This is an optimization exercise on Yosys and OpenROAD, whose aim is small area and a short achievable clock period, not a production implementation. Where RTL was checked, it was by simulation tests only, not by an equivalence proof against the original. Power and IR drop assume default switching activity.

==> flow/design.v (excerpt) <==
module complex(clk, a0, a1, b0, b1, im, re);
  input clk;
  input [7:0] a0, a1, b0, b1;
  output reg [15:0] im, re;
  wire [15:0] re_d, im_d;
  wire rs1;
  wire rc2;
  wire rs3;
  wire rc4;
  wire rs5;
  wire rc6;
  wire rs7;
  wire rc8;
  wire rs9;
  wire rc10;
  wire rs11;
  wire rc12;
  wire rs13;
  wire rc14;
  wire rs15;
  wire rc16;
  wire rs17;
  wire rc18;
  wire rs19;
  wire rc20;
  wire rs21;
  wire rc22;
  wire rs23;
  wire rc24;
  wire rs25;
  wire rc26;
  wire rs27;
  wire rc28;
  wire rs29;
  wire rc30;
  wire rs31;
  wire rc32;
  wire rs33;
  wire rc34;
  wire rs35;
  wire rc36;
  wire rs37;
  wire rc38;
  wire rs39;
  wire rc40;
  wire rs41;
  wire rc42;
  wire rs43;
  wire rc44;
  wire rs45;
  wire rc46;
  wire rs47;
  wire rc48;
  wire rs49;
  wire rc50;
  wire rs51;
  wire rc52;
  wire rs53;
  wire rc54;
  wire rs55;
  wire rc56;
  wire rs57;
  wire rc58;
  wire rs59;
  ...
Size: about 730 cells after synthesis, about 65 I/O pins, roughly 7400 um2 of cells after synthesis.
Settings: LEC_CHECK=0, CAP_MARGIN=20, CORE_MARGIN=2, CORE_UTILIZATION=40, PLACE_DENSITY=0.6, SETUP_SLACK_MARGIN=3.5, SLEW_MARGIN=20, SYNTH_HIERARCHICAL=1; clock period 10.0 ns.
run.sh (not shown) runs the stock make flow with config.mk's settings and CLKGATE_MAP_FILE= SYNTH_SCRIPT=/design/flow/synth_recipe.tcl, a recipe that flattens the netlist after the stock synthesis.
Rerun with:
==> flow/flow/run.sh (new file) <==
#!/bin/bash
set -o pipefail
export BUFFER_PORTS_ARGS="-buffer_cell sky130_fd_sc_hd__buf_1"
cp standard.sh standard_sh.txt 2>/dev/null
bash standard.sh > standard.log 2>&1
==> flow/standard.sh (new file) <==
#!/bin/bash
# synth_recipe.tcl (not shown) runs the flow's synth.tcl, then flattens the netlist and writes it again
# the make line also repeats each setting of config.mk as NAME=value (left out here)
make -C /OpenROAD-flow-scripts/flow DESIGN_CONFIG=/design/flow/config.mk WORK_HOME=/design/flow/orfs CLKGATE_MAP_FILE= SYNTH_SCRIPT=/design/flow/synth_recipe.tcl "${@:-finish}"
removed: flow/run.sh
Effect: The changed run finished clean; core utilization decreases by 0.92 points; non-clock buffer count grows by 3; worst setup slack is worse by 72 ps; hold slack degrades by 31 ps; global-route usage goes down by 0.87 points.
Rerun with:
==> flow/run.sh (new file) <==
#!/bin/bash
# synth_recipe.tcl (not shown) runs the flow's synth.tcl, then flattens the netlist and writes it again
# the make line also repeats each setting of config.mk as NAME=value (left out here)
make -C /OpenROAD-flow-scripts/flow DESIGN_CONFIG=/design/flow/config.mk WORK_HOME=/design/flow/orfs CLKGATE_MAP_FILE= SYNTH_SCRIPT=/design/flow/synth_recipe.tcl finish
SETUP_SLACK_MARGIN = 5.0   (was 3.5)
removed: flow/flow/run.sh
removed: flow/standard.sh
=> The changed run passed the timing, design-rule and antenna checks; sequential share of layout area goes down by 1.5 points; worst hold slack is worse by 100 ps; worst setup slack gains 500 ps; power grows by 48%; count of clock-buffer cells in the layout came out higher by 2; cell area came out higher by 23%; routed wire length is higher by about 17%; critical path depth does not change; core utilization climbs by 10 points; area after synthesis does not change.
Rerun with:
SETUP_SLACK_MARGIN = unset   (was 5.0)
The new run finished clean; wire length went down by 12%; flip-flop and latch count stays the same; non-clock buffer count went down by 53; final area went down by about 16%; power went down by 31%; synthesized cell count is unchanged; core utilization went down by 8.6 points; setup slack is worse by 1200 ps; hold slack is better by 770 ps.
Function was not checked in any run of this note: the RTL went through the layout flow alone.


## the reference run
complex again, from the RTL that the note above started with.
==> flow/design.v (excerpt) <==
module complex(clk, a0, a1, b0, b1, im, re);
  input clk;
  input [7:0] a0, a1, b0, b1;
  output reg [15:0] im, re;
  wire [15:0] re_d, im_d;
  wire rs1;
  wire rc2;
  wire rs3;
  wire rc4;
  wire rs5;
  wire rc6;
  wire rs7;
  wire rc8;
  wire rs9;
  wire rc10;
  wire rs11;
  wire rc12;
  wire rs13;
  wire rc14;
  wire rs15;
  wire rc16;
  wire rs17;
  wire rc18;
  wire rs19;
  wire rc20;
  wire rs21;
  wire rc22;
  wire rs23;
  wire rc24;
  wire rs25;
  wire rc26;
  wire rs27;
  wire rc28;
  wire rs29;
  wire rc30;
  wire rs31;
  wire rc32;
  wire rs33;
  wire rc34;
  wire rs35;
  wire rc36;
  wire rs37;
  wire rc38;
  wire rs39;
  wire rc40;
  wire rs41;
  wire rc42;
  wire rs43;
  wire rc44;
  wire rs45;
  wire rc46;
  wire rs47;
  wire rc48;
  wire rs49;
  wire rc50;
  wire rs51;
  wire rc52;
  wire rs53;
  wire rc54;
  wire rs55;
  wire rc56;
  wire rs57;
  wire rc58;
  wire rs59;
  wire rc60;
  wire rs61;
  wire rc62;
  wire rs63;
  wire rc64;
  wire rn65;
  wire rs66;
  wire rc67;
  wire rs68;
  wire rc69;
  wire rs70;
  wire rc71;
  wire rs72;
  wire rc73;
  wire rs74;
  wire rc75;
  wire rs76;
  wire rc77;
  wire rs78;
  wire rc79;
  wire rs80;
  wire rc81;
  wire rs82;
  ...
clock: 10.0 ns
lec_check: 0
cap_margin: 20
core_margin: 2
core_utilization: 40
place_density: 0.6
setup_slack_margin: 3.8
slew_margin: 20
synth_hierarchical: 1
Stock flow here: none of the scripts above is used.
Input-level comparison between the trial run and the reference run:
Settings: changing SETUP_SLACK_MARGIN from 3.8 to 4.2.
Notes after the runs:
- Any difference in synthesized cell count between the reference run and the trial run is small enough to ignore.
- The trial run reached the end of the flow, and the finished layout is clean on the timing, design-rule and antenna checks.
- Final core area utilization in the trial run is 3.8 points above the reference run.
- Cell count (higher): the trial run
- Comparing the trial run and the reference run, the higher number of cells upsized or downsized after cts is on the trial run.
- Changes observed in the trial run relative to the reference run: first-pass GRT wire length +1300 µm, count of flip-flops with a built-in enable after synthesis ~0 delta.
No functional check of the RTL was part of any run of this note.


== v25 ==
complex, a different RTL version from the one above (not shown whole).
For scale: roughly 32 flip-flops, ~65 I/O pins, ~7300 um2 of cells after synthesis.
export LEC_CHECK = 0
export CAP_MARGIN = 20
export CORE_MARGIN = 2
export CORE_UTILIZATION = 40
export CTS_BUF_LIST = sky130_fd_sc_hd__clkbuf_8
export CTS_CLUSTER_DIAMETER = 200
export CTS_CLUSTER_SIZE = 32
export PLACE_DENSITY = 0.6
export SETUP_SLACK_MARGIN = 4.2
export SLEW_MARGIN = 20
export SYNTH_HIERARCHICAL = 1
create_clock -name core_clock -period 10.0 [get_ports {clk}]
standard.sh (not shown) runs the stock make flow with config.mk's settings and CLKGATE_MAP_FILE= SYNTH_SCRIPT=/design/flow/synth_recipe.tcl, a recipe that flattens the netlist after the stock synthesis.
==> flow/flow/run.sh <==
#!/bin/bash
set -o pipefail
export BUFFER_PORTS_ARGS="-buffer_cell sky130_fd_sc_hd__buf_1"
cp standard.sh standard_sh.txt 2>/dev/null
bash standard.sh > standard.log 2>&1
The final layout from v25, which completed every stage, passed the timing, design-rule and antenna checks at the end of the flow.
Modified inputs, v16 compared to v25
Settings: swapping 4.2 for 4.6 in SETUP_SLACK_MARGIN.
--- outcome ---
- v16 | stages: all done | timing, DRC, antenna: all pass
- Per the comparison of v16 with v25, part of the cycle the worst path needs neither gained nor lost much; count of placed standard cells including taps neither gained nor lost much.
- Multi-input gate share of the layout cell area down 2.7 points in v16 wrt v25
- Number of non-clock buffers in the layout was lower in v25 than in v16.
- Filler cell count for v16 is lower than for v25.
Modified inputs, v46 compared to v16
Settings: SETUP_SLACK_MARGIN: 4.6 -> 4.4.
### Flow results
Comparing v16 and v46, non-clock buffer total of the final layout is higher on v46.
v16 ended up with sky130_fd_sc_hd__fa_1 as its slowest library cell on the worst path; v46 ended up with sky130_fd_sc_hd__fa_2.
Comparing v16 against v46, there is no change at all in die area.
Of the two values seen for critical path capture point, im[15]$_DFF_P_ was produced by v16 and im[13]$_DFF_P_ by v46.
The longest individual stage delay on the worst path of v46 is higher than that of v16.
[compare] base=v16 new=v46: final worst hold slack dropped 0.011 ns; instance count after placement with tap cells included barely changed; count of buffering cells on the critical path with inverters included dropped 2; total power climbed 9.5%; cell count climbed about 1.2%.
In v46, the maximum fanout encountered on the critical timing path came out 1 below the value in v16.
Function was not checked in any run of this note: the RTL went through the layout flow alone.


complex, a different RTL version from the one above (not shown whole).
Size: about 32 flip-flops, ~65 I/O pins, roughly 7200 um^2 of cells after synthesis.
clock: 10.0 ns
lec_check: 0
cap_margin: 20
core_margin: 2
core_utilization: 40
place_density: 0.6
setup_slack_margin: 3.5
slew_margin: 20
synth_hierarchical: 1
Scripts as last shown in full above: flow/flow/run.sh
Edit:
CTS_BUF_LIST = sky130_fd_sc_hd__clkbuf_4   (was not set)
Effect: The new run finished with timing, DRC and antenna clean; global-route usage barely changes; non-clock buffer count stays the same; final cell count hardly moves.


== oak ==
Another version of the RTL of complex (not shown whole).
Size in the first run: roughly 720 cells after synthesis, ~32 flip-flops, ~7400 µm² of cells after synthesis.
Design complex, start of the top module:
module complex(clk, a0, a1, b0, b1, im, re);
  input clk;
  input [7:0] a0, a1, b0, b1;
  output reg [15:0] im, re;
  wire [15:0] re_d, im_d;
  wire rs1;
  wire rc2;
  wire rs3;
  wire rc4;
  wire rs5;
  wire rc6;
  wire rs7;
  wire rc8;
  wire rs9;
  wire rc10;
  wire rs11;
  wire rc12;
  wire rs13;
  wire rc14;
  wire rs15;
  wire rc16;
  wire rs17;
  wire rc18;
  wire rs19;
  wire rc20;
  wire rs21;
  wire rc22;
  wire rs23;
  wire rc24;
  wire rs25;
  wire rc26;
  wire rs27;
  wire rc28;
  wire rs29;
  wire rc30;
  wire rs31;
  wire rc32;
  wire rs33;
  wire rc34;
  wire rs35;
  wire rc36;
  wire rs37;
  wire rc38;
  wire rs39;
  wire rc40;
  wire rs41;
  wire rc42;
  wire rs43;
  wire rc44;
  wire rs45;
  wire rc46;
  wire rs47;
  wire rc48;
  wire rs49;
  wire rc50;
  wire rs51;
  wire rc52;
  wire rs53;
  wire rc54;
  wire rs55;
  wire rc56;
  wire rs57;
  wire rc58;
  wire rs59;
  wire rc60;
  wire rs61;
  wire rc62;
  wire rs63;
  wire rc64;
  wire rn65;
  wire rs66;
  wire rc67;
  wire rs68;
  wire rc69;
  wire rs70;
  wire rc71;
  wire rs72;
  wire rc73;
  wire rs74;
  wire rc75;
  wire rs76;
  wire rc77;
  wire rs78;
  wire rc79;
  wire rs80;
  wire rc81;
  wire rs82;
  wire rc83;
  wire rs84;
  wire rc85;
  wire rs86;
  wire rc87;
  wire rs88;
  wire rc89;
  wire rs90;
  wire rc91;
  wire rs92;
  wire rc93;
  wire rs94;
  wire rc95;
  wire rs96;
  wire rc97;
  wire rs98;
  wire rc99;
  wire rs100;
  wire rc101;
  wire rs102;
  wire rc103;
  wire rs104;
  wire rc105;
  wire rs106;
  wire rc107;
  wire rs108;
  wire rc109;
  wire rs110;
  wire rc111;
  wire rs112;
  wire rc113;
  wire rs114;
  wire rc115;
  wire rs116;
  wire rc117;
  wire rs118;
  wire rc119;
  wire rs120;
  wire rc121;
  wire rn122;
  wire rs123;
  wire rc124;
  wire rs125;
  wire rc126;
  wire rs127;
  wire rc128;
  wire rs129;
  wire rc130;
  wire rs131;
  wire rc132;
  wire rs133;
  wire rc134;
  wire rs135;
  wire rc136;
  wire rs137;
  wire rc138;
  wire rs139;
  ...
Settings: LEC_CHECK=0, CAP_MARGIN=20, CORE_MARGIN=2, CORE_UTILIZATION=40, CTS_BUF_LIST=sky130_fd_sc_hd__clkbuf_8, CTS_CLUSTER_DIAMETER=200, CTS_CLUSTER_SIZE=32, PLACE_DENSITY=0.6, SETUP_SLACK_MARGIN=4.4, SLEW_MARGIN=20, SYNTH_HIERARCHICAL=1, TNS_END_PERCENT=20; clock period 10.0 ns.
Scripts as last shown in full above: flow/flow/run.sh
Inputs modified between oak and pine:
Settings: TNS_END_PERCENT removed (was 20); SETUP_SLACK_MARGIN changed from 4.4 to 4.2.
==> notes.md <==
The flow did not stop early for pine: all stages ran, and the layout cleared the timing, design-rule and antenna checks.
The final reports for pine and oak show hold slack higher in the former.
Lower headroom to the max-slew limit among oak and pine: oak
pine vs oak on routed wire length: pine is the lower one.
Re post-synthesis xor/xnor area fraction: no difference whatsoever between pine and oak.
pine vs oak — number of non-clock buffers dropped 4.
In the reports for oak and pine, the smaller share of the clock period used by the worst path after layout belongs to oak.
Per the comparison of pine with oak, area of all placed cells without fillers shrank by about 3.3%; cell count went down by 4.
Setup changes, pine to birch
Settings: swapping 4.2 for 4.6 in SETUP_SLACK_MARGIN.
Findings:
On share of cells above drive strength 1: birch sits above pine. Sort birch and pine by clock network fraction of total power, ascending, and birch comes first. Relative to pine, the transition time of the tightest slew-check pin of birch is higher by 23 ps. When birch is measured against pine, its cell area after layout turns out 620 µm² higher. Detailed route, birch vs pine: via total higher for birch. Measured against birch, the overall power of the completed layout of pine comes out at 0.843 times the reference value. pine has lower wire length reported by the detailed router than birch. Sort birch and pine by worst stage delay on the critical path desc -> top: pine. Side by side, internal power summed over all cells turned out higher in birch than in pine. From pine to birch the numbers moved as follows: number of fill cells shows a reduction of 94, final standard cell count with taps included and fillers excluded shows an increase of 14.
Relative to birch, the following input files were edited for maple:
Settings: changing PLACE_DENSITY from 0.6 to 0.5; removing CTS_CLUSTER_DIAMETER (formerly 200); changing SETUP_SLACK_MARGIN from 4.6 to 4.3; removing CTS_CLUSTER_SIZE (formerly 32); changing CORE_UTILIZATION from 40 to 40.0; setting TNS_END_PERCENT to 0.0 for the first time; removing CTS_BUF_LIST (formerly sky130_fd_sc_hd__clkbuf_8).
==> flow/flow/run.sh <==
#!/bin/bash
set -o pipefail
export BUFFER_PORTS_ARGS="-buffer_cell sky130_fd_sc_hd__buf_1"
export CTS_ARGS="-sink_clustering_enable -sink_clustering_size 32 -sink_clustering_max_diameter 200 -buf_list sky130_fd_sc_hd__clkbuf_8 -dont_use_dummy_load -repair_clock_nets"
cp standard.sh standard_sh.txt 2>/dev/null
bash standard.sh > standard.log 2>&1
## What came out
Diff birch -> maple | number of buffers outside the clock class in the layout | down by more than 10%. Comparing birch and maple, wire length of the first global-routing pass is higher on maple. Pre-CTS setup slack down 190 ps in maple wrt birch. Setup WNS birch -> maple: worse. The run with more routed wire is maple, not birch. The clock group share of total power of maple is lower than that of birch. The relative area of non-clock buffer cells in the final design of maple is lower than that of birch. Comparing the two runs side by side, maple comes out ahead of birch on worst hold slack.

[afterwards: timing with drivers on the ports]
Ports are ideal in the flow. The routed layouts listed here were re-timed in OpenROAD. Step 1 assumes that a clkbuf_16 drives the clock port and a buf_2 every other input. Step 2 also shifts input and output timing later by t, the mid clock arrival at the registers, as if the neighbouring blocks saw the same clock. a / b / c = no drivers / after step 1 / after step 2; a / b = the first two.
run | t, ns | setup slack, ns | hold slack, ns
the first run of note 1 | 0.333 | 3.715 / 3.735 / 3.402 | 2.252 / 2.232 / 2.565
the second run of note 1 | 0.332 | 3.643 / 3.665 / 3.333 | 2.222 / 2.201 / 2.401
the third run of note 1 | 0.330 | 4.146 / 4.135 / 3.806 | 2.121 / 2.128 / 2.458
the fourth run of note 1 | 0.330 | 2.922 / 2.935 / 2.605 | 2.888 / 2.872 / 2.751
the reference run | 0.329 | 3.915 / 3.916 / 3.587 | 2.150 / 2.142 / 2.471
the trial run | 0.336 | 4.166 / 4.162 / 3.826 | 2.115 / 2.120 / 2.456
v25 | 0.347 | 4.312 / 4.311 / 3.963 | 2.025 / 2.023 / 2.370
v16 | 0.354 | 4.308 / 4.278 / 3.924 | 2.031 / 2.032 / 2.386
v46 | 0.350 | 4.307 / 4.256 / 3.905 | 2.020 / 2.032 / 2.382
the first run of note 4 | 0.329 | 3.753 / 3.773 / 3.444 | 2.246 / 2.226 / 2.403
the second run of note 4 | 0.405 | 3.760 / 3.777 / 3.371 | 2.158 / 2.142 / 2.416
oak | 0.351 | 4.467 / 4.475 / 4.124 | 2.014 / 2.018 / 2.369
pine | 0.343 | 4.301 / 4.309 / 3.966 | 2.034 / 2.029 / 2.372
birch | 0.348 | 4.502 / 4.479 / 4.130 | 2.017 / 2.019 / 2.368
maple | 0.342 | 4.393 / 4.404 / 4.063 | 2.020 / 2.018 / 2.360
After both steps every run listed still meets setup and hold. The setup slack of v46, which loses most, moves by -0.051 ns with the drivers and by -0.402 ns with both steps.
